Source: an optimization exercise on an open RTL-to-GDS flow (aim: small area). Production flows keep margins and buffers that such runs may drop.
Only simulation tests tie the RTL to the original design; equivalence was not proved.

Setup of maple:
==> module PrimeCounter, before the edit <==
module PrimeCounter(clk, Reset_n, En, Act, Phi, Pnext, TC, P0);
	input clk, Reset_n, En;
	input Act;	 
	input [6:1] Phi;
	output [6:1] Pnext;	 
	output reg TC;
	output reg P0;
	wire wrap = Act & Phi[6] & Phi[4] & Phi[3] & ~Phi[2] & Phi[1] & P0;	 
	wire step = Reset_n & ~wrap & En;
	assign Pnext = step ? {Phi[5:1], P0} : 6'd0;
	always @(posedge clk) begin
		TC <= Reset_n & wrap;
		if (!Reset_n | wrap) P0 <= 1'b0;
		else if (En) P0 <= ~(Phi[6] ^ Phi[2]);
	end
endmodule
==> module PrimeStateMachine, before the edit <==
module PrimeStateMachine(clk, KEYS, Done, sRST, state, next, F);
	input clk;
	input [3:0] KEYS;
	input Done;
	output reg sRST;
	output reg [1:0] state;
	output reg [1:0] next;
	output reg F;
	reg sKEY;
	always @(*) begin
		next = state;
		if (!sRST) next = 2'b00;
		else case (state)
			2'b00: if (!sKEY) next = 2'b01;
			2'b01: if (!sKEY) next = 2'b11;
			2'b11: if (Done) next = 2'b10;
			default: ;
		endcase
	end
	always @(posedge clk) begin
		sRST <= KEYS[3];
		sKEY <= (next == 2'b00) ? KEYS[0] : KEYS[1];
		state <= next;
		F <= (next == state) & sRST;
	end
endmodule
==> module primeFinder, before the edit <==
module primeFinder(clk, SW, KEYS, LEDR, HEX0, HEX1, HEX2, HEX3, HEX4, HEX5);
	input clk;
	input [9:0] SW;
	input [3:0] KEYS;
	output [9:0] LEDR;
	output [6:0] HEX0, HEX1, HEX2, HEX3, HEX4, HEX5;
	wire sRST, F, TC, P0;
	wire [1:0] state, next;
	wire [6:1] Pnext;
	reg [9:0] X, Y, Z;
	wire load_lo = ~state[1] & ~state[0];
	wire load_hi = ~state[1] & state[0];
	wire calc = state[1] & state[0];
	wire show = state[1] & ~state[0];
	wire done = TC & Y[9] & Y[8] & Y[7] & Y[6] & Y[5] & Y[2] & Y[1] & Y[0];
	PrimeStateMachine SM_0(.clk(clk), .KEYS(KEYS), .Done(done), .sRST(sRST), .state(state),
		.next(next), .F(F));
	PrimeCounter CalculationTime(.clk(clk), .Reset_n(KEYS[3]), .En(calc), .Act(state[1]), .Phi(Z[5:0]),
		.Pnext(Pnext), .TC(TC), .P0(P0));
	always @(posedge clk) begin
		Z[9:6] <= SW[9:6];
		Z[5:0] <= next[1] ? Pnext : SW[5:0];
		X <= (load_hi & F) ? Z : show ? 10'd868 : 10'd0;
		if ((load_lo & F) | (load_hi & ~F)) Y <= Z;
		else if ((load_hi & F) | (calc & F & sRST)) Y <= Y + {9'd0, TC};
		else if (show) Y <= 10'd56;
		else Y <= 10'd0;
	end
	assign LEDR[0] = load_lo;
	assign LEDR[1] = load_hi;
	assign LEDR[2] = calc;
	assign LEDR[3] = show;
	assign LEDR[7:4] = 4'b0000;
	assign LEDR[8] = TC;
	assign LEDR[9] = calc;
	SevenSegment Display_0(.hi(X), .lo(Y), .disp0(HEX0), .disp1(HEX1), .disp2(HEX2),
		.disp3(HEX3), .disp4(HEX4), .disp5(HEX5));
endmodule
clock: 25.0 ns
lec_check: 0
abc_area: 1
abc_clock_period_in_ps: 25000
cap_margin: 20
core_margin: 2
core_utilization: 40
slew_margin: 20
standard.sh (not shown) runs the stock make flow with config.mk's settings and CLKGATE_MAP_FILE= SYNTH_SCRIPT=/design/flow/synth_recipe.tcl, a recipe that flattens the netlist after the stock synthesis.
==> flow/flow/run.sh <==
#!/bin/bash
# Standard synthesis, then the combinational logic is re-mapped for area
# (flip-flops untouched), then the standard layout from floorplan on, with
# the smallest buffer on the ports. Each tool's output goes to its own log here.
set -euo pipefail
HERE=$(pwd)
R=$HERE/orfs/results/$FLOW_PLATFORM/primeFinder/base
bash standard.sh synth > std_synth.log 2>&1
cp $R/1_2_yosys.v $HERE/1_2_yosys.std.v
export RS_LIB=$FLOW_HOME/platforms/sky130hd/lib/sky130_fd_sc_hd__tt_025C_1v80.lib
export RS_SCRIPT=$HERE/flow/area.abc
export RS_IN=$HERE/1_2_yosys.std.v
export RS_OUT=$HERE/1_2_yosys.rs.v
export RS_STAT=$HERE/resynth_stat.txt
export RS_DONT_USE="$(cat $HERE/flow/dont_use.txt)"
yosys -c $HERE/flow/resynth.tcl > resynth.log 2>&1
cp $RS_OUT $R/1_2_yosys.v
rm -f $R/1_synth.odb $R/1_synth.sdc
bash standard.sh BUFFER_PORTS_ARGS="-buffer_cell sky130_fd_sc_hd__buf_1" CTS_ARGS="-sink_clustering_enable -sink_clustering_size 64 -sink_clustering_max_diameter 500 -buf_list sky130_fd_sc_hd__clkbuf_4 -root_buf sky130_fd_sc_hd__clkbuf_4 -dont_use_dummy_load -repair_clock_nets" finish > std_finish.log 2>&1
Other scripts of this flow, unchanged in this note and not shown: flow/flow/area.abc, flow/flow/dont_use.txt, flow/flow/resynth.tcl
Inputs modified between maple and birch:
diff --git a/flow/design.v b/flow/design.v
--- a/flow/design.v
+++ b/flow/design.v
@@ -1,31 +1,33 @@
-module PrimeCounter(clk, Reset_n, En, Act, Phi, Pnext, TC, P0);
+module PrimeCounter(clk, Reset_n, En, TC);
 	input clk, Reset_n, En;
-	input Act;	 
-	input [6:1] Phi;
-	output [6:1] Pnext;	 
 	output reg TC;
-	output reg P0;
-	wire wrap = Act & Phi[6] & Phi[4] & Phi[3] & ~Phi[2] & Phi[1] & P0;	 
-	wire step = Reset_n & ~wrap & En;
-	assign Pnext = step ? {Phi[5:1], P0} : 6'd0;
+	reg [6:0] P;
+	wire wrap = P[6] & P[5] & P[1] & P[0];	 
 	always @(posedge clk) begin
-		TC <= Reset_n & wrap;
-		if (!Reset_n | wrap) P0 <= 1'b0;
-		else if (En) P0 <= ~(Phi[6] ^ Phi[2]);
+		if (!Reset_n) begin
+			P <= 7'd0;
+			TC <= 1'b0;
+		end else if (wrap) begin
+			P <= 7'd0;
+			TC <= 1'b1;
+		end else if (En) begin
+			P <= P + 7'd1;
+			TC <= 1'b0;
+		end
 	end
 endmodule
-module PrimeStateMachine(clk, KEYS, Done, sRST, state, next, F);
+module PrimeStateMachine(clk, KEYS, Done, sRST, state, F);
 	input clk;
 	input [3:0] KEYS;
 	input Done;
 	output reg sRST;
 	output reg [1:0] state;
-	output reg [1:0] next;
 	output reg F;
 	reg sKEY;
+	reg [1:0] next;
 	always @(*) begin
 		next = state;
 		if (!sRST) next = 2'b00;
 		else case (state)
 			2'b00: if (!sKEY) next = 2'b01;
 			2'b01: if (!sKEY) next = 2'b11;
@@ -34,13 +36,13 @@
 		endcase
 	end
 	always @(posedge clk) begin
 		sRST <= KEYS[3];
 		sKEY <= (next == 2'b00) ? KEYS[0] : KEYS[1];
 		state <= next;
-		F <= (next == state) & sRST;
+		F <= (next == state);
 	end
 endmodule
 module SevenSegment(hi, lo, disp0, disp1, disp2, disp3, disp4, disp5);
 	input [9:0] hi, lo;
 	output [6:0] disp0, disp1, disp2, disp3, disp4, disp5;
 	function [3:0] add3(input [3:0] d);
@@ -101,33 +103,28 @@
 module primeFinder(clk, SW, KEYS, LEDR, HEX0, HEX1, HEX2, HEX3, HEX4, HEX5);
 	input clk;
 	input [9:0] SW;
 	input [3:0] KEYS;
 	output [9:0] LEDR;
 	output [6:0] HEX0, HEX1, HEX2, HEX3, HEX4, HEX5;
-	wire sRST, F, TC, P0;
-	wire [1:0] state, next;
-	wire [6:1] Pnext;
+	wire sRST, F, TC;
+	wire [1:0] state;
 	reg [9:0] X, Y, Z;
 	wire load_lo = ~state[1] & ~state[0];
 	wire load_hi = ~state[1] & state[0];
 	wire calc = state[1] & state[0];
 	wire show = state[1] & ~state[0];
 	wire done = TC & Y[9] & Y[8] & Y[7] & Y[6] & Y[5] & Y[2] & Y[1] & Y[0];
-	PrimeStateMachine SM_0(.clk(clk), .KEYS(KEYS), .Done(done), .sRST(sRST), .state(state),
-		.next(next), .F(F));
-	PrimeCounter CalculationTime(.clk(clk), .Reset_n(KEYS[3]), .En(calc), .Act(state[1]), .Phi(Z[5:0]),
-		.Pnext(Pnext), .TC(TC), .P0(P0));
+	PrimeStateMachine SM_0(.clk(clk), .KEYS(KEYS), .Done(done), .sRST(sRST), .state(state), .F(F));
+	PrimeCounter CalculationTime(.clk(clk), .Reset_n(KEYS[3]), .En(calc), .TC(TC));
 	always @(posedge clk) begin
-		Z[9:6] <= SW[9:6];
-		Z[5:0] <= next[1] ? Pnext : SW[5:0];
+		Z <= sRST ? SW : 10'd0;
 		X <= (load_hi & F) ? Z : show ? 10'd868 : 10'd0;
-		if ((load_lo & F) | (load_hi & ~F)) Y <= Z;
-		else if ((load_hi & F) | (calc & F & sRST)) Y <= Y + {9'd0, TC};
+		if (load_lo | (load_hi & ~F)) Y <= Z;
+		else if (calc) Y <= (F & sRST) ? Y + {9'd0, TC} : 10'd0;
 		else if (show) Y <= 10'd56;
-		else Y <= 10'd0;
 	end
 	assign LEDR[0] = load_lo;
 	assign LEDR[1] = load_hi;
 	assign LEDR[2] = calc;
 	assign LEDR[3] = show;
 	assign LEDR[7:4] = 4'b0000;
[summary]
- The run showing the greater non-clock buffer count is maple.
- Delta (birch minus maple): total detailed-routing wirelength up 4.7%, utilization down 1.1 points, wire length on met2 higher.
- On first-iteration DRC count: between maple and birch, it ends up lower for maple.
- Worst hold slack: maple and birch compared, lower one is maple
- Against maple, birch comes in 210 um higher on sum of routed wire segments on met1.

==> re-timing with driven ports <==
The results above use ideal ports. As a check the final layouts listed here were re-extracted and re-timed, cells and wires unchanged.
Step 1: set_driving_cell puts a clkbuf_16 on clk and a buf_2 on each other input, an assumption about the parent block.
Step 2, shift: input delay + t, output delay - t, t = (earliest + latest rising clock arrival at the registers) / 2. This alone moves slack from input paths to output paths.
a / b / c = ideal / step 1 / step 2; a / b = the first two.
run | shift t [ns] | slack for setup (ns) | hold WS [ns] | latest minus earliest clock arrival (ns) | worst data-port slew with drivers (ns)
maple | 0.346 | 4.718 / 4.696 / 5.042 | 0.393 / 0.393 / 0.393 | 0.038 / 0.038 | 0.03
birch | 0.361 | 3.925 / 3.902 / 4.263 | 0.437 / 0.437 / 0.437 | 0.010 / 0.010 | 0.03
After both steps setup and hold are still met in every run listed.
